This design comes from an exercise in tuning for a short achievable clock period and few clock cycles per item on the open sky130 flow, not from production work. Function was checked by simulation only, so behaviour that the tests miss may differ from the original.

==> trial 73 <==
// OtterMemory
module OtterMemory (
    input MEM_RST,
    input MEM_CLK,
    input MEM_RDEN1,                 
    input MEM_RDEN2,                 
    input MEM_WE2,                   
    input [13:0] MEM_ADDR1,          
    input [31:0] MEM_ADDR2,          
    input [31:0] MEM_DIN2,           
    input [1:0] MEM_SIZE,            
    input MEM_SIGN,                  
    input [31:0] IO_IN,              
    output logic IO_WR,              
    output logic [31:0] MEM_DOUT1,   
    output logic [31:0] MEM_DOUT2,   
    output logic MEM_VALID1,
    output logic MEM_VALID2,
    output logic MM_RE,
    output logic MM_WE,
    output logic [13:0] MM_ADDR,
    output logic [31:0] MM_DIN,
    input [31:0] MM_DOUT,
    input MM_VALID
    );
Settings: LEC_CHECK=0, ABC_CLOCK_PERIOD_IN_PS=5000, CAP_MARGIN=20, CORE_MARGIN=2, CORE_UTILIZATION=50, SLEW_MARGIN=20; clock period 12.0 ns.
standard.sh (not shown) runs the stock make flow with config.mk's settings and CLKGATE_MAP_FILE= SYNTH_SCRIPT=/design/flow/synth_recipe.tcl, a recipe that flattens the netlist after the stock synthesis.
==> flow/flow/run.sh <==
#!/bin/bash
set -euo pipefail
bash standard.sh SETUP_SLACK_MARGIN=6.5 finish > make_finish.log 2>&1
==> inputs of build 26, as changes to trial 73 <==
--- a/flow/design.v
+++ b/flow/design.v
@@ -35,39 +35,31 @@
     logic [15:0] dlv;
     logic [63:0] dwv;
     logic [15:0] ddirty;
     logic [7:0]  dlru;
     logic [127:0] wbuf;              
-    logic [31:0]  mdin;              
     logic        mb;                 
     logic [1:0]  mk;
     logic [11:0] mline;
     logic [1:0]  mctr, mcnt;
     logic        mway;
     logic        xfer;               
     logic [13:0] m_addr;             
     assign m_addr = {mline, mctr};
     assign xfer = MM_VALID && mb;
     logic [13:0] P;                  
-    logic        preq;               
-    logic        i_pre, d_pre;       
     logic        ph, pway, pmiss;    
     logic [31:0] pw;                 
-    logic        sel;                
-    logic [13:0] Pa, Pb;
-    logic [34:0] lkA, lkB;           
-    logic        ipa, ipb;           
     logic        dact;               
     logic [15:0] dq_addr;
     logic        dq_we, dq_sign;
     logic [1:0]  dq_size;
     logic [31:0] dq_din;
-    logic        dk_h0, dk_hit, dk_miss;
+    logic        dk_h0, dk_h1, dk_miss;
     logic        dk_vway, dk_vdirty;    
     logic [8:0]  dk_vtag;
     logic [31:0] dk_load;           
-    logic        dm_w;
     function automatic logic [34:0] ilookup(input logic [13:0] a, input logic fwd, input logic fway,
                                      input logic [31:0] fword);
         logic [34:0] r;
         logic [2:0] s;
         logic m0, m1, h0, h1;
@@ -102,37 +94,33 @@
             default: r = w;
         endcase
         align = r;
     endfunction
     logic        i_mm, i_done, a_eq_p;
-    logic [13:0] P1, PB;
-    logic [34:0] lk_cur, lk_p1, lk_b;
-    always_comb begin
-        P      = sel ? Pa : Pb;
-        lk_cur = sel ? lkA : lkB;
-        ph     = lk_cur[34];
-        pway   = lk_cur[33];
-        pmiss  = lk_cur[32];
-        pw     = lk_cur[31:0];
-        i_pre  = sel ? ipa : ipb;
+    logic [13:0] P1;
+    logic [34:0] lk_p, lk_p1, lk_a, lk_n;
+    always_comb begin
         a_eq_p = MEM_ADDR1 == P;
-        i_mm   = MM_VALID && i_pre;
+        i_mm   = MM_VALID && mb && mk == K_I && m_addr == P;
         i_done = MEM_RDEN1 && a_eq_p && (ph || i_mm);
         MEM_VALID1 = i_done;
         MEM_DOUT1  = ph ? pw : MM_DOUT;
         P1 = P + 14'd1;
-        PB = MEM_RDEN1 ? MEM_ADDR1 : P;
+        lk_p  = ilookup(P,  xfer && mk == K_I && m_addr == P,  mway, MM_DOUT);
         lk_p1 = ilookup(P1, xfer && mk == K_I && m_addr == P1, mway, MM_DOUT);
-        lk_b  = ilookup(PB, xfer && mk == K_I && m_addr == PB, mway, MM_DOUT);
-    end
-    always_ff @(posedge MEM_CLK) begin
-        sel  <= i_done;
-        Pa   <= P1;
-        Pb   <= PB;
-        lkA  <= {lk_p1[34] && !MEM_RST, lk_p1[33:0]};
-        lkB  <= {lk_b[34] && !MEM_RST, lk_b[33:0]};
-        preq <= MEM_RDEN1 && !i_done && !MEM_RST;
+        lk_a  = ilookup(MEM_ADDR1, xfer && mk == K_I && m_addr == MEM_ADDR1, mway, MM_DOUT);
+        if (i_done) lk_n = lk_p1;
+        else if (MEM_RDEN1 && !a_eq_p) lk_n = lk_a;
+        else lk_n = lk_p;
+    end
+    always_ff @(posedge MEM_CLK) begin
+        if (i_done) P <= P1;
+        else if (MEM_RDEN1 && !a_eq_p) P <= MEM_ADDR1;
+        ph    <= lk_n[34] && !MEM_RST;
+        pway  <= lk_n[33];
+        pmiss <= lk_n[32];
+        pw    <= lk_n[31:0];
     end
     logic        io, d_mm, d_hit, d_done, d_way;
     logic [2:0]  dsa;
     logic [1:0]  doa;
     logic        fwd_d;
@@ -152,33 +140,30 @@
         w1n = ddat[{1'b1, dsa, doa}];
         if (fwd_d) begin
             if (mway) begin h1n = 1'b1; w1n = MM_DOUT; end
             else       begin h0n = 1'b1; w0n = MM_DOUT; end
         end
-        d_hit  = dk_hit;
-        d_mm   = MM_VALID && d_pre;
-        d_done = d_hit || d_mm;              
+        d_hit  = dk_h0 || dk_h1;
+        d_mm   = MM_VALID && dact && dq_we && mb && mk == K_D && m_addr == dq_addr[15:2];
+        d_done = (dact && d_hit) || d_mm;
         d_way  = d_hit ? !dk_h0 : mway;
         MEM_VALID2 = io || d_done;
-        for (int i = 0; i < 32; i++)
-            MEM_DOUT2[i] = (!dact && IO_IN[i]) || (dk_hit && dk_load[i]) || (dm_w && MM_DOUT[i]);
+        MEM_DOUT2 = dact ? dk_load : IO_IN;
     end
     always_ff @(posedge MEM_CLK) begin
         dact    <= (MEM_RDEN2 || MEM_WE2) && !io && !d_done && !MEM_RST;
         dq_addr <= MEM_ADDR2[15:0];
         dq_we   <= MEM_WE2;
         dq_sign <= MEM_SIGN;
         dq_size <= MEM_SIZE;
         dq_din  <= MEM_DIN2;
-        dk_h0   <= h0n;    
-        dk_hit  <= (h0n || h1n) && (MEM_RDEN2 || MEM_WE2) && !io && !d_done && !MEM_RST;
+        dk_h0   <= h0n;
+        dk_h1   <= h1n;
         dk_miss <= !(m0n || m1n);
         dk_vway   <= dlru[dsa];
         dk_vdirty <= dlv[{dlru[dsa], dsa}] && ddirty[{dlru[dsa], dsa}];
         dk_vtag   <= dtag[{dlru[dsa], dsa}];
-        dm_w    <= (MEM_RDEN2 || MEM_WE2) && !io && !d_done && !MEM_RST && !(h0n || h1n)
-                   && MEM_SIZE == 2'd2;
         dk_load <= align(h0n ? w0n : w1n, MEM_ADDR2[1:0], MEM_SIZE, MEM_SIGN);
     end
     logic [3:0]  st_be;
     logic [31:0] st_data;
     always_comb begin
@@ -190,51 +175,43 @@
     end
     logic         d_need, i_need, d_go, i_go, w_go;
     logic [3:0]   dvl;               
     logic [2:0]   ms;                
     logic [127:0] wb_line;
-    logic        mb_n, mway_n;
-    logic [1:0]  mk_n, mctr_n, mcnt_n;
-    logic [11:0] mline_n;
     always_comb begin
         d_need = dact && dk_miss;
-        i_need = preq && pmiss;
+        i_need = pmiss && MEM_RDEN1 && a_eq_p;    
         dvl    = {dk_vway, dq_addr[6:4]};
         d_go   = !mb && d_need && !dk_vdirty;
         w_go   = !mb && d_need && dk_vdirty;
         i_go   = !mb && !d_need && i_need;
-        MM_RE  = mb ? mk != K_WB : (d_go || i_go);
+        MM_RE  = (mb ? mk != K_WB : d_go) || (!mb && !d_need && pmiss && MEM_RDEN1 && a_eq_p);
         MM_WE  = mb ? mk == K_WB : w_go;
         MM_ADDR = mb ? m_addr : d_go ? dq_addr[15:2] : w_go ? {dk_vtag, dq_addr[6:4], 2'b00} : P;
-        MM_DIN = mdin;
+        MM_DIN = wbuf[32 * mctr +: 32];
         wb_line = {ddat[{dvl, 2'd3}], ddat[{dvl, 2'd2}], ddat[{dvl, 2'd1}], ddat[{dvl, 2'd0}]};
         ms = mline[2:0];
-        mk_n = mk; mline_n = mline; mway_n = mway;
-        mctr_n = mctr + {1'b0, xfer};
-        mcnt_n = mcnt + {1'b0, xfer};
-        if (MEM_RST)  mb_n = 1'b0;
-        else if (mb)  mb_n = !(xfer && mcnt == 2'd3);
-        else          mb_n = d_go || w_go || i_go;
-        if (!mb) begin
-            mcnt_n = 2'd0;
-            if (d_go) begin
-                mk_n = K_D; mline_n = dq_addr[15:4]; mctr_n = dq_addr[3:2]; mway_n = dk_vway;
-            end else if (w_go) begin
-                mk_n = K_WB; mline_n = {dk_vtag, dq_addr[6:4]}; mctr_n = 2'd0;
-            end else begin
-                mk_n = K_I; mline_n = P[13:2]; mctr_n = P[1:0]; mway_n = ilru[P[4:2]];
-            end
-        end
-    end
-    always_ff @(posedge MEM_CLK) begin
-        mb <= mb_n; mk <= mk_n; mline <= mline_n; mctr <= mctr_n; mcnt <= mcnt_n; mway <= mway_n;
-        if (w_go) wbuf <= wb_line;
-        mdin <= w_go ? wb_line[31:0] : wbuf[32 * mctr_n +: 32];
-        ipa   <= mb_n && mk_n == K_I && {mline_n, mctr_n} == P1;
-        ipb   <= mb_n && mk_n == K_I && {mline_n, mctr_n} == PB;
-        d_pre <= mb_n && mk_n == K_D && {mline_n, mctr_n} == MEM_ADDR2[15:2]
-                 && (MEM_WE2 || (MEM_RDEN2 && MEM_SIZE == 2'd2)) && !io && !d_done && !MEM_RST;
+    end
+    always_ff @(posedge MEM_CLK) begin
+        if (MEM_RST) begin
+            mb <= 1'b0;
+        end else if (mb) begin
+            if (xfer && mcnt == 2'd3) mb <= 1'b0;
+        end else begin
+            mb <= d_go || w_go || i_go;
+        end
+        if (mb) begin
+            mctr <= mctr + {1'b0, xfer};
+            mcnt <= mcnt + {1'b0, xfer};
+        end else if (d_go) begin
+            mk <= K_D; mline <= dq_addr[15:4]; mctr <= dq_addr[3:2]; mcnt <= 2'd0; mway <= dk_vway;
+        end else if (w_go) begin
+            mk <= K_WB; mline <= {dk_vtag, dq_addr[6:4]}; mctr <= 2'd0; mcnt <= 2'd0;
+            wbuf <= wb_line;
+        end else begin
+            mk <= K_I; mline <= P[13:2]; mctr <= P[1:0]; mcnt <= 2'd0; mway <= ilru[P[4:2]];
+        end
     end
     always_ff @(posedge MEM_CLK) begin
         if (MEM_RST) begin
             ilv  <= '0;
             ilru <= '0;
@@ -265,11 +242,11 @@
                 for (int o = 0; o < 4; o++) dwv[{dvl, o[1:0]}] <= 1'b0;
             end
             if (xfer && mk == K_D) begin
                 for (int b = 0; b < 4; b++)
                     ddat[{mway, ms, mctr}][8*b +: 8] <=
-                        (d_mm && dq_we && st_be[b]) ? st_data[8*b +: 8] : MM_DOUT[8*b +: 8];
+                        (d_mm && st_be[b]) ? st_data[8*b +: 8] : MM_DOUT[8*b +: 8];
                 dwv[{mway, ms, mctr}] <= 1'b1;
             end
             if (d_done && d_hit && dq_we) begin
                 for (int b = 0; b < 4; b++)
                     if (st_be[b]) ddat[{d_way, dq_addr[6:4], dq_addr[3:2]}][8*b +: 8] <= st_data[8*b +: 8];
--- a/flow/config.mk
+++ b/flow/config.mk
@@ -6,7 +6,7 @@
 export NUM_CORES = 4
 export LEC_CHECK = 0
 export ABC_CLOCK_PERIOD_IN_PS = 5000
 export CAP_MARGIN = 20
 export CORE_MARGIN = 2
-export CORE_UTILIZATION = 50
+export CORE_UTILIZATION = 40
 export SLEW_MARGIN = 20
==> inputs of build 97, as changes to trial 73 <==
--- a/flow/design.v
+++ b/flow/design.v
@@ -63,11 +63,10 @@
     logic [31:0] dq_din;
     logic        dk_h0, dk_hit, dk_miss;
     logic        dk_vway, dk_vdirty;    
     logic [8:0]  dk_vtag;
     logic [31:0] dk_load;           
-    logic        dm_w;
     function automatic logic [34:0] ilookup(input logic [13:0] a, input logic fwd, input logic fway,
                                      input logic [31:0] fword);
         logic [34:0] r;
         logic [2:0] s;
         logic m0, m1, h0, h1;
@@ -157,12 +156,11 @@
         d_hit  = dk_hit;
         d_mm   = MM_VALID && d_pre;
         d_done = d_hit || d_mm;              
         d_way  = d_hit ? !dk_h0 : mway;
         MEM_VALID2 = io || d_done;
-        for (int i = 0; i < 32; i++)
-            MEM_DOUT2[i] = (!dact && IO_IN[i]) || (dk_hit && dk_load[i]) || (dm_w && MM_DOUT[i]);
+        MEM_DOUT2 = dact ? dk_load : IO_IN;
     end
     always_ff @(posedge MEM_CLK) begin
         dact    <= (MEM_RDEN2 || MEM_WE2) && !io && !d_done && !MEM_RST;
         dq_addr <= MEM_ADDR2[15:0];
         dq_we   <= MEM_WE2;
@@ -173,12 +171,10 @@
         dk_hit  <= (h0n || h1n) && (MEM_RDEN2 || MEM_WE2) && !io && !d_done && !MEM_RST;
         dk_miss <= !(m0n || m1n);
         dk_vway   <= dlru[dsa];
         dk_vdirty <= dlv[{dlru[dsa], dsa}] && ddirty[{dlru[dsa], dsa}];
         dk_vtag   <= dtag[{dlru[dsa], dsa}];
-        dm_w    <= (MEM_RDEN2 || MEM_WE2) && !io && !d_done && !MEM_RST && !(h0n || h1n)
-                   && MEM_SIZE == 2'd2;
         dk_load <= align(h0n ? w0n : w1n, MEM_ADDR2[1:0], MEM_SIZE, MEM_SIGN);
     end
     logic [3:0]  st_be;
     logic [31:0] st_data;
     always_comb begin
@@ -229,12 +225,12 @@
         mb <= mb_n; mk <= mk_n; mline <= mline_n; mctr <= mctr_n; mcnt <= mcnt_n; mway <= mway_n;
         if (w_go) wbuf <= wb_line;
         mdin <= w_go ? wb_line[31:0] : wbuf[32 * mctr_n +: 32];
         ipa   <= mb_n && mk_n == K_I && {mline_n, mctr_n} == P1;
         ipb   <= mb_n && mk_n == K_I && {mline_n, mctr_n} == PB;
-        d_pre <= mb_n && mk_n == K_D && {mline_n, mctr_n} == MEM_ADDR2[15:2]
-                 && (MEM_WE2 || (MEM_RDEN2 && MEM_SIZE == 2'd2)) && !io && !d_done && !MEM_RST;
+        d_pre <= mb_n && mk_n == K_D && {mline_n, mctr_n} == MEM_ADDR2[15:2] && MEM_WE2
+                 && !io && !d_done && !MEM_RST;
     end
     always_ff @(posedge MEM_CLK) begin
         if (MEM_RST) begin
             ilv  <= '0;
             ilru <= '0;
@@ -265,11 +261,11 @@
                 for (int o = 0; o < 4; o++) dwv[{dvl, o[1:0]}] <= 1'b0;
             end
             if (xfer && mk == K_D) begin
                 for (int b = 0; b < 4; b++)
                     ddat[{mway, ms, mctr}][8*b +: 8] <=
-                        (d_mm && dq_we && st_be[b]) ? st_data[8*b +: 8] : MM_DOUT[8*b +: 8];
+                        (d_mm && st_be[b]) ? st_data[8*b +: 8] : MM_DOUT[8*b +: 8];
                 dwv[{mway, ms, mctr}] <= 1'b1;
             end
             if (d_done && d_hit && dq_we) begin
                 for (int b = 0; b < 4; b++)
                     if (st_be[b]) ddat[{d_way, dq_addr[6:4], dq_addr[3:2]}][8*b +: 8] <= st_data[8*b +: 8];
--- a/flow/config.mk
+++ b/flow/config.mk
@@ -6,7 +6,7 @@
 export NUM_CORES = 4
 export LEC_CHECK = 0
 export ABC_CLOCK_PERIOD_IN_PS = 5000
 export CAP_MARGIN = 20
 export CORE_MARGIN = 2
-export CORE_UTILIZATION = 50
+export CORE_UTILIZATION = 40
 export SLEW_MARGIN = 20
==> results.yml <==
status:
  status: "complete, no violations"
clocking:
  worstSkewPairLatency_ns: 1.12
detailed_routing:
  dr_total_vias: 176000
  avgViaCountPerCell: 7.07
worst_hold_path:
  min_from: "ilru[5]$_SDFFE_PP0P_"
cells_and_area:
  final_nets: 15600
  seq_share_pct: 47.4
  final_area_mm2: 0.305
floorplanning:
  die-area_mm2: 0.678
  die_h_um: 823
grt:
  antenna_found_initial: 145
placement:
  gp_congestion: 0.980
-- figures above: build 26

==> results.yml <==
floorplanning:
  die-area_mm2: 0.635
  die_h_um: 797
worst_hold_path:
  min_from: "dlru[1]$_SDFFE_PP0N_"
detailed_routing:
  dr_total_vias: 179000
grt:
  antenna_found_initial: 128
status:
  status: "complete, no violations"
clocking:
  worstSkewPairLatency_ns: 1.16
-- figures above: build 97

==> results.yml <==
placement:
  gp_congestion: 0.975
floorplanning:
  die_h_um: 713
  die-area_mm2: 0.508
detailed_routing:
  dr_total_vias: 174000
  avgViaCountPerCell: 7.10
cells_and_area:
  final_area_mm2: 0.287
  final_nets: 17400
  seq_share_pct: 50.9
clocking:
  worstSkewPairLatency_ns: 1.12
status:
  status: "complete, no violations"
grt:
  antenna_found_initial: 107
worst_hold_path:
  min_from: "ilv[12]$_SDFFE_PP0P_"
-- figures above: trial 73

Testbench counts of trial 73, summed over its fixed seeds: cycles 412,779, instrs 80,000.
Testbench counts of build 26, summed over its fixed seeds: cycles 414,706, instrs 80,000.
Testbench counts of build 97, summed over its fixed seeds: cycles 416,325, instrs 80,000.

[re-timing with driven ports]
In the flow no input, the clock included, has a driving cell. The finished layouts below were timed again as built, in two steps. Step 1 (the two cells are an assumption about what drives the block):
set clk [get_ports {MEM_CLK}]
set_driving_cell -lib_cell sky130_fd_sc_hd__clkbuf_16 $clk
set_driving_cell -lib_cell sky130_fd_sc_hd__buf_2 [delete_from_list [all_inputs] $clk]
Step 2 also shifts input and output timing later by t, the mid clock arrival at the registers, as if the neighbouring blocks saw the same clock. a / b / c = ideal ports / drivers / drivers and shift; a / b = the first two.
| run | shift t [ns] | slack for setup (ns) | hold slack, ns | pins driven straight from the clock port |
|---|---|---|---|---|
| trial 73 | 1.222 | 5.978 / 5.897 / 5.084 | 0.461 / 0.461 / 0.461 | 1 |
| build 26 | 1.226 | 5.459 / 5.269 / 5.113 | 0.475 / 0.475 / 0.475 | 1 |
| build 97 | 1.242 | 6.151 / 6.081 / 5.132 | 0.459 / 0.459 / 0.459 | 1 |
After both steps setup and hold are still met in every run listed. The setup slack of build 97, which loses most, moves by -0.070 ns with the drivers and by -1.019 ns with both steps.
